Source: an optimization exercise on an open RTL-to-GDS flow (aim: small area and a short achievable clock period). Production flows keep margins and buffers that such runs may drop.
Only simulation tests tie the RTL to the original design; equivalence was not proved.

==> inputs of run a <==
## fir_filter
module fir_filter #(
    parameter coeff_width = 16,
    parameter input_width = 16,
    parameter output_width = 16,
    parameter internal_width = 16
) (
    input                                   aclk,
    input[input_width-1:0]                  s_axis_tdata,
    input                                   s_axis_tlast,
    input                                   s_axis_tvalid,
    output                                  s_axis_tready,
    output[output_width-1:0]                m_axis_tdata,
    output reg                              m_axis_tlast,
    output reg                              m_axis_tvalid,
    input                                   m_axis_tready,
    input                                   rst_i,
    input signed[coeff_width-1:0]           b0_i,
    input signed[coeff_width-1:0]           b1_i,
    input signed[coeff_width-1:0]           b2_i,
    input signed[coeff_width-1:0]           b3_i,
    input signed[coeff_width-1:0]           b4_i,
    input signed[coeff_width-1:0]           b5_i,
    input signed[coeff_width-1:0]           b6_i,
    input signed[coeff_width-1:0]           b7_i,
    input signed[coeff_width-1:0]           b8_i,
    input signed[coeff_width-1:0]           b9_i,
    input signed[coeff_width-1:0]           b10_i,
    input signed[coeff_width-1:0]           b11_i,
    input signed[coeff_width-1:0]           b12_i,
    input signed[coeff_width-1:0]           b13_i,
    input signed[coeff_width-1:0]           b14_i,
    input signed[coeff_width-1:0]           b15_i,
    input signed[coeff_width-1:0]           b16_i,
    input signed[coeff_width-1:0]           b17_i,
    input signed[coeff_width-1:0]           b18_i,
    input signed[coeff_width-1:0]           b19_i,
    input signed[coeff_width-1:0]           b20_i,
    input signed[coeff_width-1:0]           b21_i,
    input signed[coeff_width-1:0]           b22_i,
    input signed[coeff_width-1:0]           b23_i,
    input signed[coeff_width-1:0]           b24_i,
    input signed[coeff_width-1:0]           b25_i,
    input signed[coeff_width-1:0]           b26_i,
    input signed[coeff_width-1:0]           b27_i,
    input signed[coeff_width-1:0]           b28_i,
    input signed[coeff_width-1:0]           b29_i,
    input signed[coeff_width-1:0]           b30_i
);
==> flow/config.mk <==
export PLATFORM = sky130hd
export DESIGN_NAME = fir_filter
export DESIGN_NICKNAME = fir_filter
export VERILOG_FILES = /design/flow/design.v
export SDC_FILE = /design/flow/constraint.sdc
export NUM_CORES = 4
export LEC_CHECK = 0
export ABC_CLOCK_PERIOD_IN_PS = 3000
export CAP_MARGIN = 10
export CORE_MARGIN = 2
export CORE_UTILIZATION = 35
export PLACE_DENSITY = 0.45
export SLEW_MARGIN = 10
export SYNTH_HIERARCHICAL = 1
==> flow/constraint.sdc <==
create_clock -name core_clock -period 10.0 [get_ports {aclk}]
set_input_delay 2.0000 -clock core_clock [delete_from_list [all_inputs] [get_ports {aclk}]]
set_output_delay 2.0000 -clock core_clock [all_outputs]
set_load 0.01 [all_outputs]
standard.sh (not shown) runs the stock make flow with config.mk's settings and CLKGATE_MAP_FILE= SYNTH_SCRIPT=/design/flow/synth_recipe.tcl, a recipe that flattens the netlist after the stock synthesis.
==> flow/flow/run.sh <==
#!/bin/bash
# The standard layout, with two changes to how it is made:
#  - port buffers are buf_2 cells (every port still gets its own buffer);
#  - timing repair aims for more setup slack than the clock period needs,
#    so that the tools work on the paths that set the achieved period.
# The constraints (constraint.sdc) are the standard flow's, unchanged.
set -uo pipefail
bash standard.sh SETUP_SLACK_MARGIN=6.4 "BUFFER_PORTS_ARGS=-buffer_cell sky130_fd_sc_hd__buf_2" finish > standard.log 2>&1
status=$?
cp -r orfs/logs logs_orfs 2>/dev/null || true
exit $status
==> run b: changes against run a <==
- CAP_MARGIN: 10 -> 20
- CTS_BUF_LIST: unset -> sky130_fd_sc_hd__clkbuf_8
- SLEW_MARGIN: 10 -> 20
==> results.txt <==
| quantity | run a | run b |
|---|---|---|
| Run status | timing/DRC/antenna clean | timing/DRC/antenna clean |
| Vias per Instance | 6.850 | 6.828 |
| Setup Slack @ Placement | 5.661 ns | 5.660 ns |
| Number of antenna violations at the first check in global routing | 28 | 32 |
| Crit path launch | cf7[0] | cf23[3] |
| Fraction of area in multi-input gates | 60.79% | 60.81% |
| Largest vdd supply drop | 128.7 µV | 100.2 µV |
| Layout fillers | 29,091 | 29,287 |
| Placed inst area | 0.1198 mm² | 0.1198 mm² |
| Number of optimization iterations in the first detailed-route pass | 20 | 22 |
| Met1 wire length | 183.4 mm | 184.8 mm |
| Peak per-stage delay on the critical path | 0.84 ns | 0.54 ns |
| Resize count post-CTS | 695 | 679 |
| Met1 global-route usage | 38.41% | 38.46% |

## re-timing with driven ports
Ports are ideal in the flow. The routed layouts listed here were re-timed in OpenROAD. Step 1, drivers: a clkbuf_16 drives aclk and a buf_2 each remaining input, both assumed. Step 2 times the ports against the registers' clock, not the clock port: input delays grow and output delays shrink by t, the midpoint of the rising clock arrivals with the driver on. a / b / c = no drivers / after step 1 / after step 2; a / b = the first two.
| run | t (ns) | setup slack, ns | pins driven straight from the clock port |
|---|---|---|---|
| run a | 0.991 | 6.314 / 6.314 / 6.314 | 1 |
| run b | 1.172 | 6.431 / 6.407 / 6.431 | 1 |
After both steps every run listed still meets setup and hold.
